This design comes from an exercise in tuning for small area, a short achievable clock period and few clock cycles per item on the open sky130 flow, not from production work. No run shown here included a check of the RTL's function; only the layout flow was run. Power is estimated from default activity; no workload was simulated.

**flow/design.v**
```verilog
module rf_read_port(ra, we, wa, wd, rall, rd);
    input [4:0] ra;
    input we;
    input [4:0] wa;
    input [7:0] wd;
    input [255:0] rall;
    output [7:0] rd;
    wire byp, nbyp;
    wire [3:0] nlo;
    wire [7:0] nhi;
    rf_bypass BYP(.ra(ra), .we(we), .wa(wa), .byp(byp), .nbyp(nbyp));
    rf_predecode PDEC(.ra(ra), .nlo(nlo), .nhi(nhi));
    wire [31:0] s;
    assign s[0] = 1'b0;
    genvar i, b;
    generate
        for (i = 1; i < 32; i = i + 1) begin : g_sel
            rf_nor2 SEL(.a(nlo[i % 4]), .b(nhi[i / 4]), .y(s[i]));
        end
        for (b = 0; b < 8; b = b + 1) begin : g_bit
            wire [15:0] g;
            wire [3:0] p;
            wire [1:0] x;
            wire t, nwd;
            for (i = 0; i < 15; i = i + 1) begin : g_aoi
                rf_a22oi AOI(.a1(s[2*i+1]), .a2(rall[8*(2*i+1)+b]),
                             .b1(s[2*i+2]), .b2(rall[8*(2*i+2)+b]), .y(g[i]));
            end
            rf_nand2 AOI1(.a(s[31]), .b(rall[8*31+b]), .y(g[15]));
            rf_nand4 N0(.a(g[0]), .b(g[1]), .c(g[2]), .d(g[3]), .y(p[0]));
            rf_nand4 N1(.a(g[4]), .b(g[5]), .c(g[6]), .d(g[7]), .y(p[1]));
            rf_nand4 N2(.a(g[8]), .b(g[9]), .c(g[10]), .d(g[11]), .y(p[2]));
            rf_nand4 N3(.a(g[12]), .b(g[13]), .c(g[14]), .d(g[15]), .y(p[3]));
            rf_nor2 X0(.a(p[0]), .b(p[1]), .y(x[0]));
            rf_nor2 X1(.a(p[2]), .b(p[3]), .y(x[1]));
            rf_and2 T(.a(x[0]), .b(x[1]), .y(t));
            rf_inv IW(.a(wd[b]), .y(nwd));
            rf_o22ai O(.a1(t), .a2(byp), .b1(nbyp), .b2(nwd), .y(rd[b]));
        end
    endgenerate
endmodule
module rf_bypass(ra, we, wa, byp, nbyp);
    input [4:0] ra, wa;
    input we;
    output byp, nbyp;
    assign byp = we & (ra == wa);
    assign nbyp = ~byp;
endmodule
module rf_predecode(ra, nlo, nhi);
    input [4:0] ra;
    output [3:0] nlo;
    output [7:0] nhi;
    genvar j;
    generate
        for (j = 0; j < 4; j = j + 1) begin : g_lo
            assign nlo[j] = ~(ra[1:0] == j);
        end
        for (j = 0; j < 8; j = j + 1) begin : g_hi
            assign nhi[j] = ~(ra[4:2] == j);
        end
    endgenerate
endmodule
module rf_a22oi(a1, a2, b1, b2, y);
    input a1, a2, b1, b2;
    output y;
    assign y = ~((a1 & a2) | (b1 & b2));
endmodule
module rf_and2(a, b, y);
    input a, b;
    output y;
    assign y = a & b;
endmodule
module rf_o22ai(a1, a2, b1, b2, y);
    input a1, a2, b1, b2;
    output y;
    assign y = ~((a1 | a2) & (b1 | b2));
endmodule
module rf_nor2(a, b, y);
    input a, b;
    output y;
    assign y = ~(a | b);
endmodule
module rf_nand2(a, b, y);
    input a, b;
    output y;
    assign y = ~(a & b);
endmodule
module rf_inv(a, y);
    input a;
    output y;
    assign y = ~a;
endmodule
module rf_nand4(a, b, c, d, y);
    input a, b, c, d;
    output y;
    assign y = ~(a & b & c & d);
endmodule
module processor(clk, rst, max_pc, imem_addr, imem_data, dmem_addr, dmem_data, done, out);
    input clk, rst;
    input [7:0] max_pc;
    output [7:0] imem_addr;
    input [31:0] imem_data;
    output [3:0] dmem_addr;
    input [7:0] dmem_data;
    output reg done;
    output [7:0] out;
    reg       e_valid;           
    reg       e_taken;           
    reg [7:0] e_tgt;             
    reg [7:0] e_seq;             
    reg [7:0] e_a, e_b;          
    reg [4:0] e_wa;              
    reg       e_jal, e_slt, e_lw;
    wire [7:0] npc   = e_taken ? e_tgt : e_seq;
    wire [7:0] sum   = e_a + e_b;
    wire       lt    = $signed(e_a) < $signed(e_b);
    wire [7:0] wd    = e_lw  ? dmem_data :
                       e_jal ? e_tgt :
                       e_slt ? {7'd0, lt} : sum;
    wire       tgt_ge = (e_tgt >= max_pc);
    wire       seq_ge = (e_seq >= max_pc);
    wire       finish = e_valid & (e_taken ? tgt_ge : seq_ge);
    assign imem_addr = npc;
    assign dmem_addr = sum[3:0];
    reg [7:0] rf [1:31];
    wire [255:0] rall;
    wire [7:0] wd_m = rst ? 8'd0 : wd;
    assign rall[7:0] = 8'd0;
    genvar i;
    generate
        for (i = 1; i < 32; i = i + 1) begin : g_rf
            always @(posedge clk)
                if (rst || e_wa == i)
                    rf[i] <= wd_m;
            assign rall[8 * i +: 8] = rf[i];
        end
    endgenerate
    assign out = rf[4];
    wire [4:0] f_rs = imem_data[25:21];
    wire [4:0] f_rt = imem_data[20:16];
    wire       e_we = (e_wa != 5'd0);
    wire [7:0] f_a, f_b;     
    rf_read_port RPA(.ra(f_rs), .we(e_we), .wa(e_wa), .wd(wd), .rall(rall), .rd(f_a));
    rf_read_port RPB(.ra(f_rt), .we(e_we), .wa(e_wa), .wd(wd), .rall(rall), .rd(f_b));
    wire [5:0] f_op = imem_data[31:26];
    wire [5:0] f_fn = imem_data[5:0];
    wire [7:0] f_imm = imem_data[7:0];
    wire f_rtype = (f_op == 6'b000000);
    wire f_slt   = f_rtype && f_fn == 6'b101010;
    wire f_addu  = f_rtype && f_fn == 6'b100001;
    wire f_jr    = f_rtype && f_fn == 6'b001000;
    wire f_jal   = (f_op == 6'b000011);
    wire f_addiu = (f_op == 6'b001001);
    wire f_beq   = (f_op == 6'b000100);
    wire f_bne   = (f_op == 6'b000101);
    wire f_lw    = (f_op == 6'b100011);
    wire [4:0] f_wa = (f_slt | f_addu)  ? imem_data[15:11] :
                      (f_addiu | f_lw)  ? f_rt :
                      f_jal             ? 5'd31 : 5'd0;
    wire f_eq    = (f_a == f_b);
    wire f_taken = (f_beq & f_eq) | (f_bne & ~f_eq);
    wire [7:0] f_seq = f_jal ? f_imm : f_jr ? f_a : npc + 8'd1;
    wire go = ~rst & ~done & ~finish;
    always @(posedge clk) begin
        e_tgt  <= npc + (f_jal ? 8'd4 : f_imm);
        e_a    <= f_a;
        e_b    <= (f_addiu | f_lw) ? f_imm : f_b;
        e_slt  <= f_slt;
        e_lw   <= f_lw;
        e_jal  <= f_jal;
        if (rst) begin
            e_valid <= 1'b0;
            e_wa    <= 5'd0;
            e_taken <= 1'b0;
            e_seq   <= 8'd0;
            done    <= 1'b0;
        end else begin
            e_valid <= go;
            e_wa    <= go ? f_wa : 5'd0;
            e_taken <= f_taken;
            e_seq   <= f_seq;
            if (finish) done <= 1'b1;
        end
    end
endmodule
```
**flow/flow/run.sh**
```bash
#!/bin/bash
# The standard layout, with strong buffers on the ports (in place of the
# delay cells buffer_ports picks by default) and cell sizing in repair not
# held to the original cell's footprint.
set -euo pipefail
export BUFFER_PORTS_ARGS="-buffer_cell sky130_fd_sc_hd__buf_4"
bash standard.sh MATCH_CELL_FOOTPRINT=0 finish > standard.log 2>&1
```
**flow/standard.sh**
```bash
#!/bin/bash
# synth_recipe.tcl (not shown) runs the flow's synth.tcl, then flattens the netlist and writes it again
# the make line also repeats each setting of config.mk as NAME=value (left out here)
make -C /OpenROAD-flow-scripts/flow DESIGN_CONFIG=/design/flow/config.mk WORK_HOME=/design/flow/orfs CLKGATE_MAP_FILE= SYNTH_SCRIPT=/design/flow/synth_recipe.tcl "${@:-finish}"
```
**flow/config.mk**
```make
export PLATFORM = sky130hd
export DESIGN_NAME = processor
export DESIGN_NICKNAME = processor
export VERILOG_FILES = /design/flow/design.v
export SDC_FILE = /design/flow/constraint.sdc
export NUM_CORES = 4
export LEC_CHECK = 0
export CAP_MARGIN = 20
export CORE_MARGIN = 2
export CORE_UTILIZATION = 40
export PLACE_DENSITY = 0.6
export SETUP_SLACK_MARGIN = 3.0
export SLEW_MARGIN = 20
export SYNTH_HIERARCHICAL = 1
export SYNTH_MINIMUM_KEEP_SIZE = 0
```
**flow/constraint.sdc**
```tcl
create_clock -name core_clock -period 6.0 [get_ports {clk}]
set_input_delay 1.2000 -clock core_clock [delete_from_list [all_inputs] [get_ports {clk}]]
set_output_delay 1.2000 -clock core_clock [all_outputs]
set_load 0.01 [all_outputs]
```
==> results.py, run 1 <==
metrics = {
    "clock_tree": {
        "clock_sinks": 291,
        "cts_tree": "done",
        "ctsRootBufferMaster": "clkbuf_16",
        "cts_max_level": 2,
        "clk_pin_slew_ps": 60,
        "insertion_delay_ps": 530,
        "cts_buffers": 34,
        "cts.path.max_buffers": 3,
    },
    "power_and_ir_drop": {
        "p_switching_mw": 2.29,
        "seqPwrFrac_pct": 46.6,
        "combPwrFrac_pct": 23.9,
        "vdd_drop_max_uv": 248,
        "p_per_area_mw_per_mm2": 349,
        "p_int_mw": 4.91,
        "swShare_pct": 31.8,
        "leakage_nw": 7.07,
        "clkPwrFrac_pct": 29.5,
    },
    "job": {
        "cap_violations": 0,
    },
    "finish": {
        "nets": 1537,
        "syn_to_final_growth_pct": 33.1,
        "layout-drive-gt1-share_pct": 47.7,
        "antenna_cells": 0,
    },
    "routing": {
        "drt_wl_total_mm": 49.5,
        "drt_first_iter_violations": 927,
        "wl_per_cell_um": 24.9,
        "drc": 0,
        "drt-pass1-iter-count": 5,
        "antenna_left": 0,
        "avgViaCountPerCell": 5.91,
        "vias": 11768,
    },
    "critical_path": {
        "worst_setup_path_start_kind": "input port",
        "worstSetupPathType": "in -> reg",
        "crit_fanout": 6,
        "worstPathArrival_ps": 3660,
        "crit_required_ps": 6430,
        "r2r_cells": 14,
        "end_kind": "register",
    },
    "placed_design": {
        "io_buffer_count": 67,
        "dp_hpwl_mm": 34.0,
        "gp_congestion": 0.891,
    },
    "timing": {
        "worstMarginPinSlew_ps": 939,
        "relSlewSlack_pct": 37.0,
        "hold_viol": 0,
        "min_period_over_period_pct": 54.0,
        "holdWs_ps": 670,
        "setup_viol": 0,
        "rsz0062_at_grt": "yes",
        "drv_slew": 0,
        "fin_worst_skew_ps": 15.0,
        "fmax_mhz": 309,
        "min_period_ps": 3240,
        "final.setup.tns_ps": 0,
    },
    "global_route": {
        "grt_pass1_vias": 11870,
        "grt_pass1_wl_mm": 72.6,
        "grt_max_degree": 38,
        "grt.total_usage_pct": 23.9,
        "grt.overflow.total": 0,
        "antenna_found_initial": 1,
    },
    "floorplan": {
        "initial_core_util_pct": 40.3,
        "die_x_um": 201,
        "num_io_pins": 71,
        "coreArea_sq_mm": 0.0385,
        "die-area_sq_mm": 0.0403,
        "rows": 72,
        "die_y_um": 201,
    },
    "synthesis": {
        "synth_area_per_cell_sq_um": 12.7,
        "synth.net_count": 1309,
        "postSynthCellCount": 1218,
        "syn_area_sq_mm": 0.0155,
        "yosys_warnings": 8,
    },
    "worst_hold_path": {
        "min_path_type": "reg -> reg",
        "min_path_cells": 3,
    },
    "run_status": {
        "outcome": "timing/DRC/antenna clean",
    },
}
==> final timing paths <==
path / from / to / slack, ps
setup / recovery: imem_data[20] / e_taken / 2760
hold / removal: e_valid / done / 670
setup reg to reg: e_b[0] / e_taken / 2920
hold reg to reg: e_valid / done / 670
==> sequential cells by signal (all words and copies together) (netlist names), 5 cells and up <==
signal	cells
rf	248
e_a	8
e_tgt	8
e_seq	8
e_wa	5
e_b	8
==> critical path: stages <==
cell and delay, ps:
buf_12 120, or3b_4 470, nor2_4 230, buf_12 140, a22oi_2 70, nand4_1 200, nor2_2 70, and2_4 170
o22ai_4 200, xnor2_2 150, nand4_1 130, nor2_2 190, xnor2_1 80, nor4b_1 220
==> power by group through the flow <==
stage                     logic (mW)  clock network, mW  registers (mW)
after global routing            1.83               2.23            3.41
after CTS                       1.54               2.15            3.35
after global placement          1.38                  0            3.36
after detailed placement        1.40                  0            3.39
after floorplan                0.859                  0            3.30
final                           1.72               2.12            3.35
==> placed cells by master (no fill, tap or decap), types with 7 or more instances in the layout <==
master / instances
o22ai_2: 8
o22ai_4: 8
o21ai_0: 16
ha_1: 35
nand3_1: 12
xor2_1: 8
and2_1: 13
nor2b_1: 9
a211oi_1: 7
o21ai_1: 10
nor2_2: 20
nor2_1: 36
and2_4: 9
nand4_1: 69
a21oi_1: 16
nor2_4: 69
clkbuf_16: 37
xnor2_1: 16
buf_4: 146
nand2b_1: 10
a22oi_2: 240
buf_6: 12
buf_12: 54
nand2_1: 81
inv_1: 49
nand3b_1: 14
dfxtp_1: 40
edfxtp_1: 248
==> per-layer routing <==
layer	GRT usage [%]	wire length (um)	share of wire (%)	vias to the layer above
met2	37.9	22900	46	422
met5	0	13	0.026	-
met4	9.15	1700	3.4	2
met3	5.68	3630	7.3	103
li1	-	-	-	5304
met1	31.7	21300	43	5937
==> through the flow <==
step                      util (%)  power, mW  std cells  setup WS, ps  instance area, sq um
after floorplan                  -       4.16       1218          2840                 16100
after global placement        45.0       4.74       1796          2020                 17300
after detailed placement      45.0       4.79       1796          2020                 17300
after CTS                     51.7       7.04       1946          2750                 19900
after global routing          53.6       7.47       1990          2710                 20600
final                         53.6       7.19       1990          2760                 20600
==> what timing repair did <==
item,4_1_cts,5_1_grt
setup buffers,86,43
gates cloned,2,1
pin swaps,78,93
hold buffers,0,0
resized for setup,60,77
setup endpoints to repair,279,35
==> cell type report <==
class                      instances  area (sq um)
clock buffer                      41           898
clock inverter                    21           243
fill                            3207         17800
inverter                          54           206
multi-input combinational        851          7950
sequential                       291          8310
tap                              518           648
timing repair buffer             214          2360
==> inputs of run 2 (changes only) <==
--- a/flow/design.v
+++ b/flow/design.v
@@ -10,32 +10,29 @@
     wire [7:0] nhi;
     rf_bypass BYP(.ra(ra), .we(we), .wa(wa), .byp(byp), .nbyp(nbyp));
     rf_predecode PDEC(.ra(ra), .nlo(nlo), .nhi(nhi));
-    wire [31:0] s;
-    assign s[0] = 1'b0;
+    wire [31:1] s;
     genvar i, b;
     generate
         for (i = 1; i < 32; i = i + 1) begin : g_sel
             rf_nor2 SEL(.a(nlo[i % 4]), .b(nhi[i / 4]), .y(s[i]));
         end
         for (b = 0; b < 8; b = b + 1) begin : g_bit
-            wire [15:0] g;
-            wire [3:0] p;
-            wire [1:0] x;
-            wire t, nwd;
-            for (i = 0; i < 15; i = i + 1) begin : g_aoi
-                rf_a22oi AOI(.a1(s[2*i+1]), .a2(rall[8*(2*i+1)+b]),
-                             .b1(s[2*i+2]), .b2(rall[8*(2*i+2)+b]), .y(g[i]));
+            wire [31:1] n;
+            wire [7:0] p;
+            wire [2:0] x;
+            wire nbw;
+            for (i = 1; i < 32; i = i + 1) begin : g_n
+                rf_nand2 N(.a(s[i]), .b(rall[8*i+b]), .y(n[i]));
             end
-            rf_nand2 AOI1(.a(s[31]), .b(rall[8*31+b]), .y(g[15]));
-            rf_nand4 N0(.a(g[0]), .b(g[1]), .c(g[2]), .d(g[3]), .y(p[0]));
-            rf_nand4 N1(.a(g[4]), .b(g[5]), .c(g[6]), .d(g[7]), .y(p[1]));
-            rf_nand4 N2(.a(g[8]), .b(g[9]), .c(g[10]), .d(g[11]), .y(p[2]));
-            rf_nand4 N3(.a(g[12]), .b(g[13]), .c(g[14]), .d(g[15]), .y(p[3]));
-            rf_nor2 X0(.a(p[0]), .b(p[1]), .y(x[0]));
-            rf_nor2 X1(.a(p[2]), .b(p[3]), .y(x[1]));
-            rf_and2 T(.a(x[0]), .b(x[1]), .y(t));
-            rf_inv IW(.a(wd[b]), .y(nwd));
-            rf_o22ai O(.a1(t), .a2(byp), .b1(nbyp), .b2(nwd), .y(rd[b]));
+            for (i = 0; i < 7; i = i + 1) begin : g_p
+                rf_nand4 P(.a(n[4*i+1]), .b(n[4*i+2]), .c(n[4*i+3]), .d(n[4*i+4]), .y(p[i]));
+            end
+            rf_nand3 P7(.a(n[29]), .b(n[30]), .c(n[31]), .y(p[7]));
+            rf_o31ai X0(.a1(p[0]), .a2(p[1]), .a3(p[2]), .b1(nbyp), .y(x[0]));
+            rf_o31ai X1(.a1(p[3]), .a2(p[4]), .a3(p[5]), .b1(nbyp), .y(x[1]));
+            rf_o21ai X2(.a1(p[6]), .a2(p[7]), .b1(nbyp), .y(x[2]));
+            rf_nand2 BW(.a(byp), .b(wd[b]), .y(nbw));
+            rf_nand4 O(.a(x[0]), .b(x[1]), .c(x[2]), .d(nbw), .y(rd[b]));
         end
     endgenerate
 endmodule
@@ -60,21 +57,6 @@
         end
     endgenerate
 endmodule
-module rf_a22oi(a1, a2, b1, b2, y);
-    input a1, a2, b1, b2;
-    output y;
-    assign y = ~((a1 & a2) | (b1 & b2));
-endmodule
-module rf_and2(a, b, y);
-    input a, b;
-    output y;
-    assign y = a & b;
-endmodule
-module rf_o22ai(a1, a2, b1, b2, y);
-    input a1, a2, b1, b2;
-    output y;
-    assign y = ~((a1 | a2) & (b1 | b2));
-endmodule
 module rf_nor2(a, b, y);
     input a, b;
     output y;
@@ -85,15 +67,25 @@
     output y;
     assign y = ~(a & b);
 endmodule
-module rf_inv(a, y);
-    input a;
-    output y;
-    assign y = ~a;
-endmodule
 module rf_nand4(a, b, c, d, y);
     input a, b, c, d;
     output y;
     assign y = ~(a & b & c & d);
+endmodule
+module rf_nand3(a, b, c, y);
+    input a, b, c;
+    output y;
+    assign y = ~(a & b & c);
+endmodule
+module rf_o31ai(a1, a2, a3, b1, y);
+    input a1, a2, a3, b1;
+    output y;
+    assign y = ~((a1 | a2 | a3) & b1);
+endmodule
+module rf_o21ai(a1, a2, b1, y);
+    input a1, a2, b1;
+    output y;
+    assign y = ~((a1 | a2) & b1);
 endmodule
 module processor(clk, rst, max_pc, imem_addr, imem_data, dmem_addr, dmem_data, done, out);
     input clk, rst;
@@ -117,9 +109,7 @@
     wire [7:0] wd    = e_lw  ? dmem_data :
                        e_jal ? e_tgt :
                        e_slt ? {7'd0, lt} : sum;
-    wire       tgt_ge = (e_tgt >= max_pc);
-    wire       seq_ge = (e_seq >= max_pc);
-    wire       finish = e_valid & (e_taken ? tgt_ge : seq_ge);
+    wire       finish = e_valid & (npc >= max_pc);
     assign imem_addr = npc;
     assign dmem_addr = sum[3:0];
     reg [7:0] rf [1:31];
--- a/flow/config.mk
+++ b/flow/config.mk
@@ -9,7 +9,7 @@
 export CORE_MARGIN = 2
 export CORE_UTILIZATION = 40
 export PLACE_DENSITY = 0.6
-export SETUP_SLACK_MARGIN = 3.0
+export SETUP_SLACK_MARGIN = 3.2
 export SLEW_MARGIN = 20
 export SYNTH_HIERARCHICAL = 1
 export SYNTH_MINIMUM_KEEP_SIZE = 0
==> results.py, run 2 <==
metrics = {
    "critical_path": {
        "crit_fanout": 10,
        "r2r_cells": 14,
        "reg2reg_to": "e_taken",
        "startpoint": "imem_data[20]",
        "r2r_slack_ps": 2890,
        "endpoint": "e_taken",
        "worst_setup_path_start_kind": "input port",
        "worstSetupPathType": "in -> reg",
        "timing.rr.start": "e_b[2]",
        "worstPathArrival_ps": 3640,
        "crit_required_ps": 6410,
        "end_kind": "register",
    },
    "timing": {
        "final.setup.tns_ps": 0,
        "fin_worst_skew_ps": 28.6,
        "min_period_over_period_pct": 53.9,
        "fmax_mhz": 309,
        "rsz0062_at_grt": "yes",
        "worstMarginPinSlew_ps": 1060,
        "setup_viol": 0,
        "min_period_ps": 3230,
        "relSlewSlack_pct": 29.5,
        "drv_slew": 0,
        "hold_viol": 0,
    },
    "power_and_ir_drop": {
        "p_int_mw": 4.83,
        "p_per_area_mw_per_mm2": 364,
        "total_power_mw": 6.95,
        "seqPwrFrac_pct": 47.0,
        "vdd_drop_max_uv": 240,
        "clkPwrFrac_pct": 29.9,
        "combPwrFrac_pct": 23.1,
        "leakage_nw": 7.05,
        "swShare_pct": 30.4,
        "p_switching_mw": 2.11,
    },
    "finish": {
        "mostFrequentLayoutCell": "nand2_1",
        "post-route-util_pct": 52.4,
        "largest_reg_flops": 248,
        "regMostFlops": "rf",
        "stdcell_count": 2143,
        "layout-drive-gt1-share_pct": 24.7,
        "post-route-cell-area_sq_mm": 0.0191,
        "syn_to_final_growth_pct": 29.4,
        "fill_cells": 3135,
        "antenna_cells": 0,
        "final_cell_mix": "nand2_1 (539), edfxtp_1 (248), nand4_1 (129)",
        "nets": 1733,
    },
    "synthesis": {
        "synth.net_count": 1552,
        "yosys_warnings": 8,
        "synth_area_per_cell_sq_um": 10.1,
        "postSynthCellCount": 1468,
        "syn_area_sq_mm": 0.0148,
    },
    "floorplan": {
        "die_x_um": 196,
        "num_io_pins": 71,
        "die_y_um": 196,
        "rows": 70,
        "die-area_sq_mm": 0.0385,
        "initial_core_util_pct": 40.5,
        "coreArea_sq_mm": 0.0364,
    },
    "global_route": {
        "grt_pass1_wl_mm": 73.7,
        "grt.overflow.total": 0,
        "grt_max_degree": 51,
        "grt.total_usage_pct": 25.6,
        "grt_pass1_vias": 12141,
        "antenna_found_initial": 0,
    },
    "routing": {
        "wl_per_cell_um": 23.3,
        "vias": 12399,
        "drt_wl_total_mm": 50.0,
        "antenna_left": 0,
        "drt_first_iter_violations": 1225,
        "avgViaCountPerCell": 5.79,
        "drt-pass1-iter-count": 5,
        "drc": 0,
    },
    "placed_design": {
        "place_area_sq_mm": 0.0161,
        "place_inst": 1986,
        "gp_congestion": 0.955,
        "io_buffer_count": 67,
        "dp_hpwl_mm": 33.4,
    },
    "clock_tree": {
        "cts.path.max_buffers": 3,
        "cts_tree": "done",
        "insertion_delay_ps": 540,
        "clock_sinks": 291,
        "cts_max_level": 2,
        "hold_buffers": 0,
        "clk_pin_slew_ps": 60,
        "ctsRootBufferMaster": "clkbuf_16",
        "cts_buffers": 35,
    },
    "run_status": {
        "outcome": "timing/DRC/antenna clean",
    },
    "worst_hold_path": {
        "min_path_type": "reg -> reg",
    },
    "job": {
        "cap_violations": 0,
    },
}
[run 2: final cells by class]
| class | instances | area, sq um | share of cell area (%) |
|---|---|---|---|
| Inverter | 30 | 115 | 0.603 |
| Clock buffer | 48 | 946 | 4.95 |
| Timing Repair Buffer | 166 | 1620 | 8.48 |
| Sequential cell | 291 | 8320 | 43.6 |
| Multi-Input combinational cell | 1125 | 7350 | 38.5 |
| Tap cell | 468 | 586 | 3.07 |
| Clock inverter | 15 | 156 | 0.819 |
[run 2: repair_timing]
item,CTS,global route
setup buffers,73,16
gates resized for setup,151,57
cloned,3,2
pin swaps,66,70
setup endpoints to repair,118,87
[run 2: power groups by stage]
stage	clock network [mW]	registers [mW]	logic, mW
after global routing	2.18	3.33	1.70
after detailed placement	0	3.29	1.29
after global placement	0	3.28	1.26
after CTS	2.09	3.26	1.50
after floorplan	0	3.19	0.728
final	2.08	3.27	1.60
[run 2: per-layer routing]
| layer | track usage, % | wire (um) |
|---|---|---|
| met1 | 33.6 | 20300 |
| met3 | 3.89 | 3970 |
| met5 | 0 | 0 |
| met2 | 41.9 | 23300 |
| met4 | 12.0 | 2460 |
[run 2: how the worst min path moves through the flow]
stage | from | endpoint | slack [ps] | depth (start not counted)
floorplan | done | done | 550 | 1
global placement | done | done | 490 | 1
detailed placement | done | done | 510 | 1
CTS | done | done | 520 | 1
global route | done | done | 540 | 1
finish | done | done | 510 | 1
[run 2: per-stage QoR]
step | setup slack, ps | hold WS [ps]
finish | 2770 | 511
global route | 2740 | 537
CTS | 2880 | 518
detailed placement | 1590 | 505
global placement | 1600 | 492
floorplan | 2750 | 546
[run 2: worst max-delay path: stages]
cell     delay [ps]
buf_6           140
or3b_4          330
nor2_4           90
nand2_1          90
nand4_1         200
o31ai_4         400
nand4_1         190
xor2_1          220
nor4_2          290
nand2_1         140
xnor2_1         140
and4b_1         200

## port drivers added, routing unchanged
Ports are ideal in the flow. The routed layouts listed here were re-timed in OpenROAD.
Step 1 sets driving cells, clkbuf_16 on the clock port and buf_2 on the other inputs (assumed; they add their load-dependent delay and slew).
Step 2 moves the port delays by t, midway between the first and last clock arrival at a register: inputs arrive t later, outputs are due t later. That takes back most of the time a late clock gives input paths.
Three values: ideal, step 1, step 2; two values: the first two.
run	t (ns)	slack for setup (ns)	worst setup path after step 2	clock arrival spread, ns	cell pins on the clock port's net
run 1	0.577	2.761 / 2.736 / 2.159	input to register	0.015 / 0.015	1
run 2	0.571	2.766 / 2.716 / 2.145	input to register	0.029 / 0.029	1
After both steps setup and hold are still met in every run listed. For run 2, which loses most, drivers alone change the setup slack by -0.050 ns; drivers and shift together by -0.621 ns.
